This is an optimization exercise on Yosys and OpenROAD, whose aim is small area and a short achievable clock period, not a production implementation. In this exercise RTL edits were held to simulation tests only and were not proved equivalent to the original. The clock input has no modelled driver; a real chip could not lean on it and would need a root buffer or a full tree.

==> flow/design.v (outline; a module is shown in full before it is edited, if it fits) <==
// module xm0: 6 lines
// module xm1: 6 lines
// module ym0: 6 lines
// module ym1: 6 lines
// module xl0: 4 lines
// module xl1: 4 lines
// module yl0: 4 lines
// module yl1: 4 lines
// module xh0: 6 lines
// module xh1: 6 lines
// module yh0: 6 lines
// module yh1: 6 lines
// module bubble_sort: 1523 lines
module bubble_sort
#(
parameter BW = 8,
parameter N = 16
)
(input clk, rstn,
 input [N*BW-1:0] inNum,
 output logic [N*BW-1:0] outNum);
  // ...
==> flow/flow/run.sh <==
#!/bin/bash
# The standard layout (standard.sh) with these changes:
#  - synthesis puts flow/cells.v's gate-level modules (sky130 cells) in place of
#    the RTL's x*/y* bit-cell modules before flattening; ABC maps what is left
#    with flow/abc.script;
#  - ports get sky130 buf_1 buffers;
#  - make variables listed in flow/make_args (one per line), e.g. CTS settings.
set -euo pipefail
W=$(pwd)
MODS=$(grep -o '^module [a-z0-9_]*' flow/cells.v | awk '{print $2}' | tr '\n' ' ')
{
  head -n 1 synth_recipe.tcl
  echo "proc abc {args} { set i [lsearch -exact \$args -script]; if {\$i >= 0} { lset args [expr {\$i + 1}] $W/flow/abc.script }; yosys abc {*}\$args }"
  echo "proc hierarchy {args} {"
  echo "  if {![info exists ::cells_swapped]} {"
  echo "    set ::cells_swapped 1"
  echo "    foreach m {$MODS} { yosys delete \$m }"
  echo "    yosys read_verilog $W/flow/cells.v"
  echo "  }"
  echo "  yosys hierarchy {*}\$args"
  echo "}"
  tail -n +2 synth_recipe.tcl
} > my_synth.tcl
ARGS=()
if [[ -f flow/make_args ]]; then
  while IFS= read -r line; do [[ -n "$line" ]] && ARGS+=("$line"); done < flow/make_args
fi
bash standard.sh SYNTH_SCRIPT=$W/my_synth.tcl \
  "BUFFER_PORTS_ARGS=-buffer_cell sky130_fd_sc_hd__buf_1" "${ARGS[@]}" finish > flow.log 2>&1
==> flow/flow/abc.script <==
strash
dch -f
amap
topo
stime -c
==> flow/flow/cells.v <==
// Gate-level versions of the x*/y* modules of rtl/bubble_sort.sv, from sky130_fd_sc_hd cells.
// Generated by gen/gen.py.
module xm0 (input A, B, G, L, output F, S, GN, LN);
	sky130_fd_sc_hd__o22ai_1 u0 (.A1(A), .A2(G), .B1(B), .B2(L), .Y(F));
	sky130_fd_sc_hd__maj3_1 u1 (.A(A), .B(B), .C(F), .X(S));
	sky130_fd_sc_hd__a21oi_1 u2 (.A1(A), .A2(F), .B1(G), .Y(GN));
	sky130_fd_sc_hd__a21oi_1 u3 (.A1(B), .A2(F), .B1(L), .Y(LN));
endmodule

module xm1 (input A, B, G, L, output F, S, GN, LN);
	sky130_fd_sc_hd__o22ai_1 u0 (.A1(A), .A2(G), .B1(B), .B2(L), .Y(F));
	sky130_fd_sc_hd__a222oi_1 u1 (.A1(A), .A2(B), .B1(A), .B2(F), .C1(B), .C2(F), .Y(S));
	sky130_fd_sc_hd__a21oi_1 u2 (.A1(A), .A2(F), .B1(G), .Y(GN));
	sky130_fd_sc_hd__a21oi_1 u3 (.A1(B), .A2(F), .B1(L), .Y(LN));
endmodule

module ym0 (input A, B, GN, LN, output F, S, G, L);
	sky130_fd_sc_hd__a22oi_1 u0 (.A1(A), .A2(LN), .B1(B), .B2(GN), .Y(F));
	sky130_fd_sc_hd__maj3_1 u1 (.A(A), .B(B), .C(F), .X(S));
	sky130_fd_sc_hd__o21ai_0 u2 (.A1(B), .A2(F), .B1(GN), .Y(G));
	sky130_fd_sc_hd__o21ai_0 u3 (.A1(A), .A2(F), .B1(LN), .Y(L));
endmodule

module ym1 (input A, B, GN, LN, output F, S, G, L);
	sky130_fd_sc_hd__a22oi_1 u0 (.A1(A), .A2(LN), .B1(B), .B2(GN), .Y(F));
	sky130_fd_sc_hd__a222oi_1 u1 (.A1(A), .A2(B), .B1(A), .B2(F), .C1(B), .C2(F), .Y(S));
	sky130_fd_sc_hd__o21ai_0 u2 (.A1(B), .A2(F), .B1(GN), .Y(G));
	sky130_fd_sc_hd__o21ai_0 u3 (.A1(A), .A2(F), .B1(LN), .Y(L));
endmodule

module xl0 (input A, B, G, L, output F, S);
	sky130_fd_sc_hd__o22ai_1 u0 (.A1(A), .A2(G), .B1(B), .B2(L), .Y(F));
	sky130_fd_sc_hd__maj3_1 u1 (.A(A), .B(B), .C(F), .X(S));
endmodule

module xl1 (input A, B, G, L, output F, S);
	sky130_fd_sc_hd__o22ai_1 u0 (.A1(A), .A2(G), .B1(B), .B2(L), .Y(F));
	sky130_fd_sc_hd__a222oi_1 u1 (.A1(A), .A2(B), .B1(A), .B2(F), .C1(B), .C2(F), .Y(S));
endmodule

module yl0 (input A, B, GN, LN, output F, S);
	sky130_fd_sc_hd__a22oi_1 u0 (.A1(A), .A2(LN), .B1(B), .B2(GN), .Y(F));
	sky130_fd_sc_hd__maj3_1 u1 (.A(A), .B(B), .C(F), .X(S));
endmodule

module yl1 (input A, B, GN, LN, output F, S);
	sky130_fd_sc_hd__a22oi_1 u0 (.A1(A), .A2(LN), .B1(B), .B2(GN), .Y(F));
	sky130_fd_sc_hd__a222oi_1 u1 (.A1(A), .A2(B), .B1(A), .B2(F), .C1(B), .C2(F), .Y(S));
endmodule

module xh0 (input A, B, output F, S, GN, LN);
	sky130_fd_sc_hd__nand2_1 u0 (.A(A), .B(B), .Y(F));
	sky130_fd_sc_hd__or2_0 u1 (.A(A), .B(B), .X(S));
	sky130_fd_sc_hd__nand2_1 u2 (.A(A), .B(F), .Y(GN));
	sky130_fd_sc_hd__nand2_1 u3 (.A(B), .B(F), .Y(LN));
endmodule

module xh1 (input A, B, output F, S, GN, LN);
	sky130_fd_sc_hd__nand2_1 u0 (.A(A), .B(B), .Y(F));
	sky130_fd_sc_hd__nor2_1 u1 (.A(A), .B(B), .Y(S));
	sky130_fd_sc_hd__nand2_1 u2 (.A(A), .B(F), .Y(GN));
	sky130_fd_sc_hd__nand2_1 u3 (.A(B), .B(F), .Y(LN));
endmodule

module yh0 (input A, B, output F, S, G, L);
	sky130_fd_sc_hd__nor2_1 u0 (.A(A), .B(B), .Y(F));
	sky130_fd_sc_hd__and2_0 u1 (.A(A), .B(B), .X(S));
	sky130_fd_sc_hd__nor2_1 u2 (.A(B), .B(F), .Y(G));
	sky130_fd_sc_hd__nor2_1 u3 (.A(A), .B(F), .Y(L));
endmodule

module yh1 (input A, B, output F, S, G, L);
	sky130_fd_sc_hd__nor2_1 u0 (.A(A), .B(B), .Y(F));
	sky130_fd_sc_hd__nand2_1 u1 (.A(A), .B(B), .Y(S));
	sky130_fd_sc_hd__nor2_1 u2 (.A(B), .B(F), .Y(G));
	sky130_fd_sc_hd__nor2_1 u3 (.A(A), .B(F), .Y(L));
endmodule

==> flow/flow/make_args <==
CTS_ARGS=-sink_clustering_enable -repair_clock_nets -sink_clustering_size 10 -sink_clustering_max_diameter 40 -buf_list sky130_fd_sc_hd__clkbuf_4 -root_buf sky130_fd_sc_hd__clkbuf_16 -dont_use_dummy_load
==> flow/standard.sh <==
#!/bin/bash
# synth_recipe.tcl (not shown) runs the flow's synth.tcl, then flattens the netlist and writes it again
# the make line also repeats each setting of config.mk as NAME=value (left out here)
make -C /OpenROAD-flow-scripts/flow DESIGN_CONFIG=/design/flow/config.mk WORK_HOME=/design/flow/orfs CLKGATE_MAP_FILE= SYNTH_SCRIPT=/design/flow/synth_recipe.tcl "${@:-finish}"
==> flow/config.mk <==
export PLATFORM = sky130hd
export DESIGN_NAME = bubble_sort
export DESIGN_NICKNAME = bubble_sort
export VERILOG_FILES = /design/flow/design.v
export SDC_FILE = /design/flow/constraint.sdc
export NUM_CORES = 4
export LEC_CHECK = 0
export CAP_MARGIN = 20
export CORE_MARGIN = 2
export CORE_UTILIZATION = 72
export PLACE_DENSITY = 0.8
export SLEW_MARGIN = 20
==> flow/constraint.sdc <==
create_clock -name core_clock -period 70.0 [get_ports {clk}]
set_input_delay 14.0000 -clock core_clock [delete_from_list [all_inputs] [get_ports {clk}]]
set_output_delay 14.0000 -clock core_clock [all_outputs]
set_load 0.01 [all_outputs]
==> flow_metrics.py, run 1 <==
metrics = {
    "run_status": {
        "status": "timing/DRC/antenna clean",
    },
    "global_routing": {
        "antenna_found_initial": 1,
        "gr-total-overflow": 0,
    },
    "synth": {
        "synth_edf_count": 0,
        "syn_area_mm2": 0.01680,
        "synth.yosys.seq_area_share_pct": 30.51,
        "synth_nets": 2203,
        "synth-main-ff-cell": "dfxtp_1",
        "synthAdderAreaFrac_pct": 15.31,
        "synth_compound_area_share_pct": 48.37,
    },
    "cells_and_area": {
        "nFillCells": 1553,
        "antenna_cells": 0,
        "drive_gt1_share_pct": 1.481,
    },
    "sta": {
        "fin_setup_tns_ps": 0,
        "setup_viol": 0,
    },
    "drt": {
        "drt_iter0_drc": 3422,
        "wl_met3_um": 6680,
    },
    "min_path": {
        "hp-start": "array[7]",
    },
    "worst_setup_path": {
        "r2r_end": "outNum[56]",
    },
    "clocking": {
        "root_buffer": "clkbuf_16",
    },
    "floorplanning": {
        "io_pins": 258,
    },
    "placement": {
        "post-place-ws_ps": 55510,
    },
}
==> run 2, diff against run 1 <==
==> flow/flow/make_args (replaced) <==
CTS_ARGS=-sink_clustering_enable -repair_clock_nets -sink_clustering_size 16 -sink_clustering_max_diameter 60 -buf_list sky130_fd_sc_hd__clkbuf_8 -root_buf sky130_fd_sc_hd__clkbuf_16 -dont_use_dummy_load
--- a/flow/config.mk
+++ b/flow/config.mk
@@ -7,6 +7,6 @@
 export LEC_CHECK = 0
 export CAP_MARGIN = 20
 export CORE_MARGIN = 2
-export CORE_UTILIZATION = 72
-export PLACE_DENSITY = 0.8
+export CORE_UTILIZATION = 66
+export PLACE_DENSITY = 0.75
 export SLEW_MARGIN = 20
==> run 2 against run 1 <==
Count of clock-buffer cells in the layout is 13 lower. Non-clock buffer count is 1 lower. Synthesized cell count stayed put. Area after synthesis stayed put. Sequential share of layout area hardly changed. Largest cell class unchanged.
==> flow_metrics.py, run 2 <==
metrics = {
    "run_status": {
        "status": "timing/DRC/antenna clean",
    },
    "synth": {
        "synthTopCellsByArea": "dfxtp_1 (31%), maj3_1 (15%), a21oi_1 (11%)",
        "synth_warnings": 1,
        "synth.yosys.seq_area_share_pct": 30.51,
        "yosysUniqueCellTypes": 12,
        "synth_nets": 2203,
        "ys_async_sr_fraction_pct": 0,
        "syn_area_mm2": 0.01680,
        "synth-main-ff-cell": "dfxtp_1",
        "synth_area_per_cell_um2": 8.103,
        "synth_top_cells_by_count": "a21oi_1 (360), o21ai_0 (360), maj3_1 (257), dfxtp_1 (256)",
        "synth_edf_count": 0,
        "synth_top_area_cell": "dfxtp_1",
        "synth-seq-cells": 256,
        "synth_cells": 2073,
        "synth_top_area_share_pct": 30.51,
    },
    "cells_and_area": {
        "reg.largest.list": "array (128), outNum (128)",
        "drive_gt1_share_pct": 0.8936,
        "most-common-layout-cells": "a21oi_1 (360), o21ai_0 (360), maj3_1 (257)",
        "num-nets-final": 2482,
        "stdcell_count": 2680,
        "antenna_cells": 0,
        "syn_to_final_growth_pct": 10.10,
    },
    "sta": {
        "timing.hold.ws_ps": 784.7,
        "setup_ws_ps": 54950,
        "hold_viol": 0,
        "slew_headroom_pct": 38.76,
        "max_freq_ghz": 0.06643,
        "fin_setup_tns_ps": 0,
        "rsz0062_at_grt": "no",
        "slew_viol_final": 0,
        "period_share_pct": 21.50,
        "setup_viol": 0,
        "fin_crit_ps": 15050,
        "worstMarginPinSlew_ps": 918.7,
        "fin_skew_ps": 37.20,
    },
    "worst_setup_path": {
        "crit_required_ps": 56000,
        "end_kind": "output pin",
        "cpPeakStageDelay_ps": 360,
        "path_cells": "buf_1",
        "critPathKind": "register to output pin",
        "cpMaxStageDelayCell": "dfxtp_1",
        "cp_max_fo": 1,
        "worst-path-buf-inv": 1,
        "crit_arrival_ps": 1050,
        "path_delay_family": "flip-flops",
        "start_kind": "register",
    },
    "clocking": {
        "root_buffer": "clkbuf_16",
        "holdBufCountCts": 0,
        "insertion_delay_ps": 520,
        "cts_resized": 0,
        "cts_buffers": 21,
        "clock-sinks": 256,
        "cts_tree": "done",
        "htree_levels": 1,
        "clk_pin_slew_ps": 100,
        "postCtsSetupBuffers": 0,
        "clk_path_buf_depth": 3,
    },
    "floorplanning": {
        "die_h_um": 163.5,
        "num_rows": 58,
        "die-area_mm2": 0.02674,
        "die_w_um": 163.5,
        "initial_core_util_pct": 66.90,
        "core_mm2": 0.02511,
        "io_pins": 258,
    },
    "drt": {
        "drc": 0,
        "dr.pass1.iters": 14,
        "ant_nets": 0,
        "via_per_inst": 7.457,
        "drt_wl_total_um": 59020,
        "wl_per_cell_um": 22.02,
        "num_vias": 19986,
        "drt_iter0_drc": 3090,
    },
    "placement": {
        "routabilityCongestion": 0.9526,
        "dpl.cell_count": 2659,
        "post-place-ws_ps": 55530,
        "hpwl_um": 47210,
        "port_buffers": 256,
    },
    "global_routing": {
        "grt_max_degree": 17,
        "antenna_found_initial": 0,
        "grt_pass1_wl_um": 88990,
        "grt.total_usage_pct": 42.32,
        "gr-total-overflow": 0,
        "grt_pass1_vias": 17556,
    },
    "min_path": {
        "hp-class": "register to register",
    },
    "run": {
        "drv_cap": 0,
    },
}
## run 2: cell counts after synthesis
No cell type changed its count.
## run 2: kinds of logic after synthesis
logic type,count (synthesis),share of synthesized area (%)
compound gates,1303,48.37
fa+ha+maj,257,15.31
flops,256,30.51
simple gates,240,5.423
buf+inv,17,0.3799
## run 2: cell type report
| type | instances | area [µm²] |
|---|---|---|
| Clock buffer | 21 | 322.8 |
| Multi-Input combinational cell | 1800 | 11610 |
| Tap cell | 330 | 412.9 |
| Fill cell | 1962 | 6615 |
| Inverter | 17 | 63.81 |
| Sequential cell | 256 | 5125 |
| Timing Repair Buffer | 256 | 960.9 |
## run 2: worst min-delay path: stages, from the launching register on
cell     delay (ps)
dfxtp_1         340
nor2_1           80
nand2_1         120
nor2_1           80
nand2_1         140
## run 2: worst paths after layout
path | start | to | slack (ps) | cells past startpoint
worst max-delay path | outNum[94] | outNum[94] | 54950 | 1
worst min-delay path | array[87] | outNum[127] | 780 | 4
worst max register to register | array[23] | outNum[56] | 57230 | 33
worst min register to register | array[87] | outNum[127] | 780 | 4
## run 2: per-stage QoR
step / utilization [%] / cell area [µm²]
2_1_floorplan: - / 16800
3_3_place_gp: 72.37 / 18170
3_5_place_dp: 72.37 / 18170
4_1_cts: 73.65 / 18490
5_1_grt: 73.65 / 18490
6_report: 73.65 / 18490
## run 2: per-layer routing
layer / GRT usage, % / wire length [µm] / part of all wire, % / vias up
met4: 24.36 / 4125 / 7.0 / 0
met1: 51.23 / 22160 / 38 / 8961
met3: 6.475 / 5945 / 10 / 292
met2: 71.48 / 26800 / 45 / 1391
li1: - / - / - / 9342
met5: 0 / 0 / 0 / -
==> run 3, diff against run 2 <==
==> flow/flow/make_args (replaced) <==
CTS_ARGS=-sink_clustering_enable -repair_clock_nets -sink_clustering_size 12 -sink_clustering_max_diameter 50 -buf_list sky130_fd_sc_hd__clkbuf_8 -root_buf sky130_fd_sc_hd__clkbuf_16 -dont_use_dummy_load
--- a/flow/config.mk
+++ b/flow/config.mk
@@ -7,6 +7,6 @@
 export LEC_CHECK = 0
 export CAP_MARGIN = 20
 export CORE_MARGIN = 2
-export CORE_UTILIZATION = 66
-export PLACE_DENSITY = 0.75
+export CORE_UTILIZATION = 60
+export PLACE_DENSITY = 0.7
 export SLEW_MARGIN = 20
==> run 3 against run 2 <==
Synthesized cell count stayed put. Clock skew is 4.8 ps lower. Cell area is 0.78% higher. Cell count is 2.1% higher. Wire length is 2.2% lower. Maximum frequency is 0.25% higher. Sequential share of layout area is 0.22 points lower. Area after synthesis stayed put. First-iteration DRC count is 25% lower. Global-route usage is 4.9 points lower. Highest routed layer unchanged.
==> flow_metrics.py, run 3 <==
metrics = {
    "run_status": {
        "status": "timing/DRC/antenna clean",
    },
    "cells_and_area": {
        "syn_to_final_growth_pct": 10.96,
        "reg.largest.list": "array (128), outNum (128)",
        "drive_gt1_share_pct": 1.146,
        "stdcell_count": 2735,
        "nFillCells": 2381,
        "most-common-layout-cells": "a21oi_1 (360), o21ai_0 (360), maj3_1 (257)",
        "fin_area_mm2": 0.01864,
        "num-nets-final": 2488,
    },
    "clocking": {
        "postCtsSetupBuffers": 0,
        "insertion_delay_ps": 510,
        "clk_pin_slew_ps": 70,
        "cts_buffers": 27,
        "root_buffer": "clkbuf_16",
        "cts_tree": "done",
        "htree_levels": 1,
        "clk_path_buf_depth": 3,
        "clock-sinks": 256,
        "cts_resized": 0,
        "holdBufCountCts": 0,
    },
    "min_path": {
        "min_to": "outNum[127]",
        "hp-start": "array[23]",
        "holdPathStages": 4,
        "hp-class": "register to register",
    },
    "sta": {
        "max_freq_ghz": 0.06660,
        "hold_viol": 0,
        "rsz0062_at_grt": "no",
        "fin_skew_ps": 32.36,
        "slew_headroom_pct": 39.11,
        "setup_viol": 0,
        "fin_crit_ps": 15020,
        "timing.hold.ws_ps": 760.6,
        "worstMarginPinSlew_ps": 913.3,
        "slew_viol_final": 0,
        "fin_setup_tns_ps": 0,
        "period_share_pct": 21.45,
    },
    "drt": {
        "wl_met3_um": 5001,
        "drt_wl_total_um": 57730,
        "ant_nets": 0,
        "via_per_inst": 7.151,
        "dr.pass1.iters": 12,
        "num_vias": 19557,
        "drt_iter0_drc": 2328,
        "top_layer": "met4",
        "wl_met1_um": 22420,
        "met2_length_um": 25910,
        "wl_per_cell_um": 21.11,
        "drc": 0,
    },
    "run": {
        "drv_cap": 0,
    },
    "worst_setup_path": {
        "cp_max_fo": 1,
        "start_kind": "register",
        "cpPeakStageDelay_ps": 340,
        "r2r_slack_ps": 57510,
        "path_cells": "buf_1",
        "reg2reg_depth": 33,
        "reg2reg_from": "array[71]",
        "worst-path-buf-inv": 1,
        "cpMaxStageDelayCell": "dfxtp_1",
        "path_delay_family": "flip-flops",
        "end_kind": "output pin",
        "critPathKind": "register to output pin",
        "r2r_end": "outNum[64]",
        "crit_arrival_ps": 1020,
        "crit_required_ps": 56000,
    },
    "floorplanning": {
        "num_rows": 61,
        "die-area_mm2": 0.02935,
        "die_h_um": 171.3,
        "initial_core_util_pct": 60.63,
        "io_pins": 258,
        "die_w_um": 171.3,
        "core_mm2": 0.02771,
    },
    "synth": {
        "synth_nets": 2203,
        "yosysUniqueCellTypes": 12,
        "syn_area_mm2": 0.01680,
        "synth_edf_count": 0,
        "synth_top_cells_by_count": "a21oi_1 (360), o21ai_0 (360), maj3_1 (257), dfxtp_1 (256)",
        "ys_async_sr_fraction_pct": 0,
        "synth_cells": 2073,
        "synth_top_area_cell": "dfxtp_1",
        "synthTopCellsByArea": "dfxtp_1 (31%), maj3_1 (15%), a21oi_1 (11%)",
        "synth_warnings": 1,
        "synth-main-ff-cell": "dfxtp_1",
        "synth-seq-cells": 256,
        "synth_area_per_cell_um2": 8.103,
        "synth_top_area_share_pct": 30.51,
        "synth.yosys.seq_area_share_pct": 30.51,
    },
    "global_routing": {
        "grt.total_usage_pct": 37.42,
        "gr-total-overflow": 0,
        "grt_max_degree": 14,
        "grt_pass1_vias": 16974,
        "antenna_found_initial": 2,
        "grt_pass1_wl_um": 85450,
    },
    "placement": {
        "dpl.cell_count": 2707,
        "hpwl_um": 47210,
        "routabilityCongestion": 0.9207,
        "dpl_cell_area_mm2": 0.01823,
        "port_buffers": 256,
    },
}
-- run 3: metal layers --
layer  up-vias  global-route usage (%)
li1       9366                       -
met1      8843                   44.81
met2      1101                   63.10
met3       247                   4.809
met4         0                   24.50
met5         -                       0
-- run 3: worst max path at each step --
stage	start	to	slack (ps)	depth (start not counted)
finish	outNum[127]	outNum[127]	54980	1
global route	outNum[99]	outNum[99]	54950	1
CTS	outNum[10]	outNum[10]	54970	1
detailed placement	outNum[127]	outNum[127]	55520	1
global placement	outNum[18]	outNum[18]	55540	1
floorplan	outNum[0]	outNum[0]	55670	0
-- run 3: worst reg2reg max path: cells and delay by family (launching register included) --
family          cells  cell delay (ps)
simple gates        2              260
compound gates     25             9360
flops               1              330
fa+ha+maj           6             2460
-- run 3: cell families after synthesis --
group,Yosys count,share of synthesized area (%)
buf+inv,17,0.3799
flops,256,30.51
compound gates,1303,48.37
simple gates,240,5.423
fa+ha+maj,257,15.31
-- run 3: final cells by class --
class                           count  area (µm²)  share of cell area [%]
Sequential cell                   256        5125                   27.50
Tap cell                          378       473.0                   2.537
Timing Repair Buffer              256       960.9                   5.155
Inverter                           17       63.81                  0.3424
Multi-Input combinational cell   1800       11610                   62.28
Clock buffer                       27       405.4                   2.175
Antenna cell                        1       2.502                 0.01343
-- run 3: per-stage QoR --
stage / setup slack [ps] / utilization [%]
after floorplan: 55670 / -
after global placement: 55540 / 65.80
after detailed placement: 55520 / 65.80
after CTS: 54970 / 67.27
after global routing: 54950 / 67.27
final: 54980 / 67.28
==> run 4, diff against run 3 <==
--- a/flow/flow/run.sh
+++ b/flow/flow/run.sh
@@ -4,7 +4,10 @@
 #    the RTL's x*/y* bit-cell modules before flattening; ABC maps what is left
 #    with flow/abc.script;
 #  - ports get sky130 buf_1 buffers;
-#  - make variables listed in flow/make_args (one per line), e.g. CTS settings.
+#  - make variables listed in flow/make_args (one per line), e.g. CTS settings;
+#  - after CTS, flow/clock_mod.tcl flattens the clock tree to one level of
+#    buffers (mode in flow/clock_mode), then the standard flow goes on.
+# Each tool's output goes to a log file in this folder (and ORFS's own logs).
 set -euo pipefail
 W=$(pwd)
 MODS=$(grep -o '^module [a-z0-9_]*' flow/cells.v | awk '{print $2}' | tr '\n' ' ')
@@ -25,5 +28,9 @@
 if [[ -f flow/make_args ]]; then
   while IFS= read -r line; do [[ -n "$line" ]] && ARGS+=("$line"); done < flow/make_args
 fi
-bash standard.sh SYNTH_SCRIPT=$W/my_synth.tcl \
-  "BUFFER_PORTS_ARGS=-buffer_cell sky130_fd_sc_hd__buf_1" "${ARGS[@]}" finish > flow.log 2>&1
+STD=(SYNTH_SCRIPT=$W/my_synth.tcl "BUFFER_PORTS_ARGS=-buffer_cell sky130_fd_sc_hd__buf_1" "${ARGS[@]}")
+bash standard.sh "${STD[@]}" cts > flow_to_cts.log 2>&1
+R=$W/orfs/results/$FLOW_PLATFORM/bubble_sort/base
+ODB_IN=$R/4_cts.odb ODB_OUT=$R/4_cts.odb CLK_NET=clk CLOCK_MODE=$(cat flow/clock_mode) \
+  openroad -no_init -exit flow/clock_mod.tcl > clock_mod.log 2>&1
+bash standard.sh "${STD[@]}" finish > flow_finish.log 2>&1
==> flow/flow/clock_mod.tcl (new file) <==
read_db $::env(ODB_IN)
set block [ord::get_db_block]
set port_net [$block findNet $::env(CLK_NET)]
set mode $::env(CLOCK_MODE)
set leaves {}
set root ""
set others {}
foreach inst [$block getInsts] {
  set m [[$inst getMaster] getName]
  if {![string match "sky130_fd_sc_hd__clkbuf_*" $m]} { continue }
  set net [[$inst findITerm X] getNet]
  set drives_ff 0
  foreach it [$net getITerms] {
    if {[string match "sky130_fd_sc_hd__df*" [[[$it getInst] getMaster] getName]]} { set drives_ff 1; break }
  }
  if {$drives_ff} {
    lappend leaves $inst
  } elseif {$mode eq "root" && [[[$inst findITerm A] getNet] getName] eq [$port_net getName]} {
    set root $inst
  } else {
    lappend others $inst
  }
}
puts "clock_mod: mode $mode, [llength $leaves] leaf buffers, root [expr {$root eq "" ? "none" : [$root getName]}], [llength $others] buffers removed"
if {$mode eq "direct"} {
  if {[llength $leaves] > 4} { error "clock_mod: [llength $leaves] leaf buffers; the clock port may feed at most 4" }
  set feed $port_net
} else {
  if {$root eq ""} { error "clock_mod: no root buffer" }
  set feed [[$root findITerm X] getNet]
}
foreach inst $others {
  set onet [[$inst findITerm X] getNet]
  odb::dbInst_destroy $inst
  if {$onet ne "NULL" && $onet ne $feed && $onet ne $port_net && [llength [$onet getITerms]] == 0} { odb::dbNet_destroy $onet }
}
foreach inst $leaves {
  set a [$inst findITerm A]
  set old [$a getNet]
  if {$old ne "NULL" && [$old getName] eq [$feed getName]} { continue }
  $a disconnect
  $a connect $feed
  if {$old ne "NULL" && $old ne $port_net && [llength [$old getITerms]] == 0 && [llength [$old getBTerms]] == 0} { odb::dbNet_destroy $old }
}
set n 0
foreach it [$port_net getITerms] { incr n }
puts "clock_mod: the clock port feeds $n cell pins"
write_db $::env(ODB_OUT)
==> flow/flow/clock_mode (new file) <==
root
==> flow/flow/make_args (replaced) <==
CTS_ARGS=-sink_clustering_enable -repair_clock_nets -sink_clustering_size 16 -sink_clustering_max_diameter 60 -buf_list sky130_fd_sc_hd__clkbuf_8 -root_buf sky130_fd_sc_hd__clkbuf_16 -dont_use_dummy_load
--- a/flow/config.mk
+++ b/flow/config.mk
@@ -7,6 +7,6 @@
 export LEC_CHECK = 0
 export CAP_MARGIN = 20
 export CORE_MARGIN = 2
-export CORE_UTILIZATION = 60
-export PLACE_DENSITY = 0.7
+export CORE_UTILIZATION = 66
+export PLACE_DENSITY = 0.75
 export SLEW_MARGIN = 20
==> run 4 against run 3 <==
Clock skew grew 1.1 ps. First-iteration DRC count grew 40%. Area after synthesis is the same. Synthesized cell count is the same. Count of clock-buffer cells in the layout shrank 8. Critical path type unchanged. Core utilization grew 6.2 points. Register-to-register slack lost 190 ps. Die area shrank 8.9%.
==> flow_metrics.py, run 4 <==
metrics = {
    "sta": {
        "setup_viol": 0,
        "hold_viol": 0,
        "slew_headroom_pct": 39.97,
        "slew_viol_final": 0,
        "rsz0062_at_grt": "no",
        "fin_setup_tns_ps": 0,
        "fin_skew_ps": 33.44,
        "max_freq_ghz": 0.06666,
        "fin_crit_ps": 15000,
        "worstMarginPinSlew_ps": 900.5,
        "setup_ws_ps": 55000,
        "timing.hold.ws_ps": 778.2,
        "period_share_pct": 21.43,
    },
    "clocking": {
        "insertion_delay_ps": 470,
        "clk_pin_slew_ps": 100,
        "cts_resized": 0,
        "postCtsSetupBuffers": 0,
        "clock-sinks": 256,
        "holdBufCountCts": 0,
    },
    "drt": {
        "dr.pass1.iters": 21,
        "num_vias": 20025,
        "drt_wl_total_um": 59300,
        "wl_per_cell_um": 22.14,
        "drc": 0,
        "via_per_inst": 7.478,
        "ant_nets": 0,
        "drt_iter0_drc": 3268,
    },
    "cells_and_area": {
        "syn_to_final_growth_pct": 9.802,
        "num-nets-final": 2480,
        "nFillCells": 1967,
        "drive_gt1_share_pct": 0.8092,
        "reg.largest.list": "array (128), outNum (128)",
        "antenna_cells": 0,
        "fin_area_mm2": 0.01844,
        "most-common-layout-cells": "a21oi_1 (360), o21ai_0 (360), maj3_1 (257)",
    },
    "synth": {
        "synth_nets": 2203,
        "synth_top_area_cell": "dfxtp_1",
        "syn_area_mm2": 0.01680,
        "synth_top_cells_by_count": "a21oi_1 (360), o21ai_0 (360), maj3_1 (257), dfxtp_1 (256)",
        "synth-seq-cells": 256,
        "synth_cells": 2073,
        "synth_edf_count": 0,
        "synth_warnings": 1,
        "synth_top_area_share_pct": 30.51,
        "yosysUniqueCellTypes": 12,
        "synth_area_per_cell_um2": 8.103,
        "synthTopCellsByArea": "dfxtp_1 (31%), maj3_1 (15%), a21oi_1 (11%)",
        "ys_async_sr_fraction_pct": 0,
        "synth-main-ff-cell": "dfxtp_1",
        "synth.yosys.seq_area_share_pct": 30.51,
    },
    "global_routing": {
        "antenna_found_initial": 0,
        "grt_max_degree": 19,
        "grt.total_usage_pct": 43.56,
        "grt_pass1_vias": 17520,
        "grt_pass1_wl_um": 89650,
        "gr-total-overflow": 0,
    },
    "worst_setup_path": {
        "path_cells": "buf_1",
        "worst-path-buf-inv": 1,
        "critPathKind": "register to output pin",
        "path_delay_family": "flip-flops",
        "crit_arrival_ps": 1000,
        "start_kind": "register",
        "cpMaxStageDelayCell": "dfxtp_1",
        "cp.depth": 1,
        "cp_max_fo": 1,
        "crit_required_ps": 56000,
        "end_kind": "output pin",
        "reg2reg_depth": 33,
        "cpPeakStageDelay_ps": 350,
    },
    "floorplanning": {
        "die_w_um": 163.5,
        "die_h_um": 163.5,
        "num_rows": 58,
        "io_pins": 258,
        "core_mm2": 0.02511,
        "die-area_mm2": 0.02674,
        "initial_core_util_pct": 66.90,
    },
    "run_status": {
        "status": "timing/DRC/antenna clean",
    },
    "min_path": {
        "holdPathStages": 4,
        "hp-class": "register to register",
    },
    "placement": {
        "routabilityCongestion": 0.9526,
        "post-place-ws_ps": 55530,
        "dpl_cell_area_mm2": 0.01817,
        "hpwl_um": 47210,
        "port_buffers": 256,
    },
    "run": {
        "drv_cap": 0,
    },
}
-- run 4: cell counts after synthesis --
Identical to the previous run, type by type.
-- run 4: layout make-up --
type / count / area [µm²] / area share (%)
clock buffers: 19 / 272.8 / 1.479
inverters: 17 / 63.81 / 0.3460
multi-input cells: 1800 / 11610 / 62.94
flip-flops and latches: 256 / 5125 / 27.79
well taps: 330 / 412.9 / 2.239
repair buffers: 256 / 960.9 / 5.210
-- run 4: cells by family (layout without fill, tap and decap cells) --
logic type	count (synthesis)	after routing	share of synthesized area, %
DFF	256	256	30.51
buffers and inverters	17	292	0.3799
adders and majority gates	257	257	15.31
AOI/OAI and AO/OA	1303	1303	48.37
and+or+nand+nor	240	240	5.423
-- run 4: routing by layer --
| layer | up-vias | wire, µm | track usage (%) | part of all wire (%) |
|---|---|---|---|---|
| met5 | - | 0 | 0 | 0 |
| met4 | 0 | 4169 | 26.71 | 7.0 |
| met3 | 286 | 6138 | 9.370 | 10 |
| met2 | 1383 | 26730 | 71.69 | 45 |
| met1 | 9023 | 22250 | 51.97 | 38 |
| li1 | 9333 | - | - | - |
-- run 4: worst paths after layout --
check                   from           to  slack [ps]
hold / removal     array[87]  outNum[127]         780
hold reg to reg    array[87]  outNum[127]         780
setup / recovery  outNum[94]   outNum[94]       55000
setup reg to reg  array[127]   outNum[56]       57320
-- run 4: per-stage QoR --
stage               cells  utilization, %
finish               2678           73.46
global route         2678           73.46
CTS                  2680           73.65
detailed placement   2659           72.37
global placement     2659           72.37
floorplan            2073               -

-- what the ideal ports hide --
Ports are ideal in the flow. The routed layouts listed here were re-timed in OpenROAD.
Step 1: set_driving_cell puts a clkbuf_16 on clk and a buf_2 on each other input, an assumption about the parent block.
Step 2 adds t to the input delays and takes it off the output delays; t is the mean of the earliest and latest rising clock arrival at the registers after step 1. Input paths then give back, and output paths get back, about the clock's delay inside the block.
Slacks: ideal / step 1 / step 2; pairs: ideal / step 1.
run	shift t [ns]	setup WS [ns]	slew at the worst register clock pin (ns)
run 1	0.533	54.971 / 54.916 / 55.449	0.11 / 0.11
run 2	0.547	54.947 / 54.897 / 55.444	0.11 / 0.11
run 3	0.546	54.985 / 54.932 / 55.479	0.08 / 0.08
run 4	0.505	54.998 / 54.946 / 55.451	0.11 / 0.11
After both steps every run listed still meets setup and hold.
